Background: an optimization exercise with open tools, aiming at small area. Do not read the settings as production practice.
Only simulation tests tie the RTL to the original design; equivalence was not proved.
No activity file was given, so power comes from the tool's default toggle rates.

## mini_audio
module mini_audio
  (
   input         clk,
   input         reset,
   input [31:0]  data,
   input         valid_toggle,
   input [31:0]  ext_factor_mul,
   input [31:0]  ext_factor_div,
   output        full,
   output        ext_audio_r,
   output        ext_audio_l
   );
Size in the first run: ~1700 cells after synthesis, about 560 flip-flops, ~24000 um2 of cells after synthesis.
make LEC_CHECK=0 CAP_MARGIN=20 CORE_MARGIN=2 CORE_UTILIZATION=60 CTS_BUF_LIST='sky130_fd_sc_hd__clkbuf_2 sky130_fd_sc_hd__clkbuf_4 sky130_fd_sc_hd__clkbuf_8' CTS_CLUSTER_SIZE=30 SLEW_MARGIN=20 finish   # period 10.0 ns
run.sh (not shown) runs the stock make flow with config.mk's settings and CLKGATE_MAP_FILE= SYNTH_SCRIPT=/design/flow/synth_recipe.tcl, a recipe that flattens the netlist after the stock synthesis.
The first run passed the timing, design-rule and antenna checks.
Edit:
Settings changed: CAP_MARGIN 20 to 0, CORE_UTILIZATION 60 to 40, CTS_BUF_LIST sky130_fd_sc_hd__clkbuf_2 sky130_fd_sc_hd__clkbuf_4 sky130_fd_sc_hd__clkbuf_8 to sky130_fd_sc_hd__clkbuf_4, CTS_CLUSTER_SIZE 30 to not set, SLEW_MARGIN 20 to 0.
The new run completed with no timing, DRC or antenna violations.
Total power rises by about 2%.
Worst setup slack loses 200 ps.
Via count increases by about 3.2%.
Cell count came out higher by about 14%.
Die area came out higher by 49%.
Sequential cell count stays the same.
Sequential power barely changes.
Fmax came out lower by about 3.6%.
Utilization came out lower by 22 points.
Routed wire length came out higher by about 5.5%.
Clock skew grows by 34 ps.
Edit:
Settings changed: CAP_MARGIN 0 to 20, CTS_BUF_LIST sky130_fd_sc_hd__clkbuf_4 to not set, SLEW_MARGIN 0 to 20.
Effect: The changed run went through all stages and came out clean. Core utilization came out lower by 0.14 points. Sequential power is about the same. Critical path depth does not change. Maximum frequency goes up by about 5.5%. Routed wire length went down by 1.3%. Final area hardly moves. Global-route usage shrinks by 0.53 points. Die area is unchanged. Clock-buffer cell count decreases by 143. Synthesized area is unchanged.

========
== run 1 ==
The RTL this note starts from:
==> flow/design.v <==
module ao222n
  (
   input  a0, b0, a1, b1, a2, b2,
   output y
   );
  assign y = ~((a0 & b0) | (a1 & b1) | (a2 & b2));
endmodule
module fadd
  (
   input  a, b, c,
   output s, co
   );
  assign s = a ^ b ^ c;
  assign co = (a & b) | (a & c) | (b & c);
endmodule
module mini_audio
  (
   input         clk,
   input         reset,
   input [31:0]  data,
   input         valid_toggle,
   input [31:0]  ext_factor_mul,
   input [31:0]  ext_factor_div,
   output        full,
   output        ext_audio_r,
   output        ext_audio_l
   );
  genvar i, j;
  reg toggle;
  reg toggle_prev;
  always @(posedge clk)
    begin
      if (reset)
        begin
          toggle <= 1'b0;
          toggle_prev <= 1'b0;
        end
      else
        begin
          toggle <= valid_toggle;
          toggle_prev <= toggle;
        end
    end
  reg [14:0] eh;
  reg [15:0] el;
  reg        cp;
  reg        en;
  wire       neg = eh[14] ^ (cp & (&eh[13:0]));
  wire       pos = ~neg;
  wire [30:0] fa = {eh, el};
  wire [30:0] fb = {1'b0, ext_factor_mul[29:0]};
  wire [30:0] fc = {pos, ~ext_factor_div[29:0] & {30{pos}}};
  wire [30:0] fs, fk;
  wire [31:0] fcy;
  wire [30:0] e_next;
  assign fcy[0] = 1'b0;
  assign fs[30] = fa[30] ^ fc[30];
  assign fk[30] = 1'b0;
  generate
    for (i = 0; i < 30; i = i + 1)
      begin : fcsa
        fadd u (.a(fa[i]), .b(fb[i]), .c(fc[i]), .s(fs[i]), .co(fk[i]));
      end
  endgenerate
  wire [30:0] fy = {fk[29:0], pos};
  generate
    for (i = 0; i < 31; i = i + 1)
      begin : frc
        wire ci = (i == 16) ? cp : fcy[i];
        if (i == 0)
          begin : lsb
            assign e_next[0] = fs[0] ^ fy[0];
            assign fcy[1] = fs[0] & fy[0];
          end
        else
          begin : fa
            fadd u (.a(fs[i]), .b(fy[i]), .c(ci), .s(e_next[i]), .co(fcy[i+1]));
          end
      end
  endgenerate
  always @(posedge clk)
    begin
      if (reset)
        begin
          eh <= {15{1'b1}};
          el <= {16{1'b1}};
          cp <= 1'b0;
          en <= 1'b0;
        end
      else
        begin
          eh <= e_next[30:16];
          el <= e_next[15:0];
          cp <= fcy[16];
          en <= pos;
        end
    end
  reg [31:0] buffer [1:15];
  reg [3:0]  h;    
  reg [3:0]  w;    
  function [3:0] nxt;
    input [3:0] x;
    nxt = {x[2:0], (x[3] ^ x[2]) | (x == 4'd0)};
  endfunction
  wire [3:0] r = nxt(h);
  wire       empty = (w == r);
  assign full = (nxt(w) == r);
  wire       we = (toggle ^ toggle_prev) & ~full;
  wire       pop = en & ~empty;
  wire [3:0] w_next = we ? nxt(w) : w;
  wire [3:0] h_next = pop ? r : h;
  wire       wr_ok = (w_next != h_next);
  always @(posedge clk)
    begin
      if (reset)
        begin
          h <= 4'd0;
          w <= 4'd1;
        end
      else
        begin
          h <= h_next;
          w <= w_next;
        end
    end
  integer k;
  always @(posedge clk)
    for (k = 1; k < 16; k = k + 1)
      if (wr_ok && w_next == k)
        buffer[k] <= data;
  wire [14:0] sel;
  wire [31:0] sample;
  generate
    for (j = 0; j < 15; j = j + 1)
      begin : dec
        assign sel[j] = (h == j + 1);
      end
    for (i = 0; i < 32; i = i + 1)
      begin : rd
        wire [4:0] g;
        for (j = 0; j < 5; j = j + 1)
          begin : grp
            ao222n u (.a0(sel[3*j]), .b0(buffer[3*j+1][i]),
                      .a1(sel[3*j+1]), .b1(buffer[3*j+2][i]),
                      .a2(sel[3*j+2]), .b2(buffer[3*j+3][i]),
                      .y(g[j]));
          end
        assign sample[i] = ~&g;
      end
  endgenerate
  reg [16:0]  sample_sum_r;
  reg [16:0]  sample_sum_l;
  assign ext_audio_r = sample_sum_r[16];
  assign ext_audio_l = sample_sum_l[16];
  wire [16:0] cr, cl;
  wire [15:0] sr, sl;
  assign cr[0] = 1'b0;
  assign cl[0] = 1'b0;
  assign sr[0] = sample_sum_r[0] ^ sample[16];
  assign cr[1] = sample_sum_r[0] & sample[16];
  assign sl[0] = sample_sum_l[0] ^ sample[0];
  assign cl[1] = sample_sum_l[0] & sample[0];
  generate
    for (i = 1; i < 16; i = i + 1)
      begin : dsc
        fadd ur (.a(sample_sum_r[i]), .b(sample[16+i]), .c(cr[i]), .s(sr[i]), .co(cr[i+1]));
        fadd ul (.a(sample_sum_l[i]), .b(sample[i]), .c(cl[i]), .s(sl[i]), .co(cl[i+1]));
      end
  endgenerate
  always @(posedge clk)
    begin
      if (reset)
        begin
          sample_sum_r <= 17'd0;
          sample_sum_l <= 17'd0;
        end
      else
        begin
          sample_sum_r <= {cr[16], sr};
          sample_sum_l <= {cl[16], sl};
        end
    end
endmodule
export LEC_CHECK = 0
export CAP_MARGIN = 20
export CORE_MARGIN = 2
export CORE_UTILIZATION = 50
export SLEW_MARGIN = 20
export SYNTH_HIERARCHICAL = 1
export SYNTH_MINIMUM_KEEP_SIZE = 0
create_clock -name core_clock -period 10.0 [get_ports {clk}]
standard.sh (not shown) runs the stock make flow with config.mk's settings and CLKGATE_MAP_FILE= SYNTH_SCRIPT=/design/flow/synth_recipe.tcl, a recipe that flattens the netlist after the stock synthesis.
==> flow/flow/run.sh <==
#!/bin/bash
# Standard ORFS layout, with smaller port buffers and a clock tree without
# dummy loads. Each make step's output goes to flow.log here.
set -euo pipefail
export BUFFER_PORTS_ARGS="-buffer_cell sky130_fd_sc_hd__buf_1"
export CTS_ARGS="-sink_clustering_enable -repair_clock_nets -dont_use_dummy_load -buf_list sky130_fd_sc_hd__clkbuf_8 -sink_clustering_size 18 -sink_clustering_max_diameter 90"
bash standard.sh > flow.log 2>&1
Run 1: all stages complete, timing, DRC and antenna checks passed
Modified inputs, run 2 compared to run 1
Settings: CORE_UTILIZATION now 40, was 50.
-- flow/flow/run.sh --
<<< run 1, line 6
export CTS_ARGS="-sink_clustering_enable -repair_clock_nets -dont_use_dummy_load -buf_list sky130_fd_sc_hd__clkbuf_8 -sink_clustering_size 18 -sink_clustering_max_diameter 90"
>>> run 2, line 6
export CTS_ARGS='-sink_clustering_enable -repair_clock_nets -dont_use_dummy_load -buf_list {sky130_fd_sc_hd__clkbuf_4 sky130_fd_sc_hd__clkbuf_8} -sink_clustering_size 20 -sink_clustering_max_diameter 50'
--- outcome ---
- Run 2: flow completed, timing, DRC and antenna clean
- Compared with run 1, in run 2 number of nets in the layout higher, worst hold margin higher, design area higher, transition at the pin with the smallest max-transition slack lower.
For run 3, these inputs were changed with respect to run 2:
-- flow/flow/run.sh --
<<< run 2, line 6
export CTS_ARGS='-sink_clustering_enable -repair_clock_nets -dont_use_dummy_load -buf_list {sky130_fd_sc_hd__clkbuf_4 sky130_fd_sc_hd__clkbuf_8} -sink_clustering_size 20 -sink_clustering_max_diameter 50'
>>> run 3, line 6
export CTS_ARGS="-sink_clustering_enable -repair_clock_nets -dont_use_dummy_load -buf_list sky130_fd_sc_hd__clkbuf_8 -sink_clustering_size 18 -sink_clustering_max_diameter 70"
## What came out
Going from run 2 to run 3, total vias in the final route shrank slightly.
[compare] base=run 2 new=run 3: minimum hold slack stayed essentially flat; routed wire length fell by 330 um.
Summary of run 3 over run 2: fmax now sits at about the same level; setup slack after layout moved up.
For run 4, these inputs were changed with respect to run 3:
-- flow/flow/run.sh --
<<< run 3, line 6
export CTS_ARGS="-sink_clustering_enable -repair_clock_nets -dont_use_dummy_load -buf_list sky130_fd_sc_hd__clkbuf_8 -sink_clustering_size 18 -sink_clustering_max_diameter 70"
>>> run 4, line 6
export CTS_ARGS="-sink_clustering_enable -repair_clock_nets -dont_use_dummy_load -buf_list sky130_fd_sc_hd__clkbuf_8 -sink_clustering_size 20 -sink_clustering_max_diameter 70"
[summary]
As far as post-detailed-route count of antenna-violating nets goes, run 4 and run 3 are indistinguishable; the numbers are identical.
Utilization of the core after routing: run 3 vs run 4, no meaningful difference
Run 4 gives more worst setup slack than run 3 did.
Diff run 3 -> run 4 | count of clock-buffer cells in the layout | down by a little under 10%
Cmp run 4 and run 3 / power / lower: run 4
Each of the runs, namely run 4 and run 3, reached the end of the flow and came out clean.
Changes in run 5 relative to run 4:
-- flow/flow/run.sh --
<<< run 4, line 6
export CTS_ARGS="-sink_clustering_enable -repair_clock_nets -dont_use_dummy_load -buf_list sky130_fd_sc_hd__clkbuf_8 -sink_clustering_size 20 -sink_clustering_max_diameter 70"
>>> run 5, line 6
export CTS_ARGS="-sink_clustering_enable -repair_clock_nets -dont_use_dummy_load -buf_list sky130_fd_sc_hd__clkbuf_8 -sink_clustering_size 18 -sink_clustering_max_diameter 120"
Results
Run 5 completed every stage of the flow, and the final layout passed the timing, design-rule and antenna checks.
The share of final-layout standard cells stronger than drive strength 1 was comparable across run 4 and run 5.
Delta (run 5 minus run 4): total internal power was more or less identical; worst setup slack went down by 0.074 ns.

==> separate check: timing with driven ports <==
Ports are ideal in the flow. The routed layouts listed here were re-timed in OpenROAD. Step 1 sets driving cells, clkbuf_16 on the clock port and buf_2 on the other inputs (assumed; they add their load-dependent delay and slew). Step 2, shift: input delay + t, output delay - t, t = (earliest + latest rising clock arrival at the registers) / 2. This alone moves slack from input paths to output paths. Slacks: ideal / step 1 / step 2; pairs: ideal / step 1.
| run | shift t [ns] | setup slack, ns | clock arrival spread, ns |
|---|---|---|---|
| the first run of note 1 | 0.678 | 4.709 / 4.734 / 4.055 | 0.027 / 0.027 |
| the second run of note 1 | 0.990 | 4.511 / 4.449 / 4.252 | 0.062 / 0.061 |
| the third run of note 1 | 0.677 | 4.800 / 4.737 / 4.229 | 0.023 / 0.023 |
| run 1 | 0.660 | 1.194 / 1.194 / 0.709 | 0.058 / 0.059 |
| run 2 | 0.682 | 1.135 / 1.135 / 0.829 | 0.115 / 0.115 |
| run 3 | 0.647 | 1.149 / 1.149 / 0.834 | 0.105 / 0.105 |
| run 4 | 0.641 | 1.157 / 1.157 / 0.845 | 0.108 / 0.108 |
| run 5 | 0.651 | 1.083 / 1.083 / 0.855 | 0.067 / 0.067 |
After both steps setup and hold are still met in every run listed. The setup slack of the first run of note 1, which loses most, moves by +0.025 ns with the drivers and by -0.654 ns with both steps.
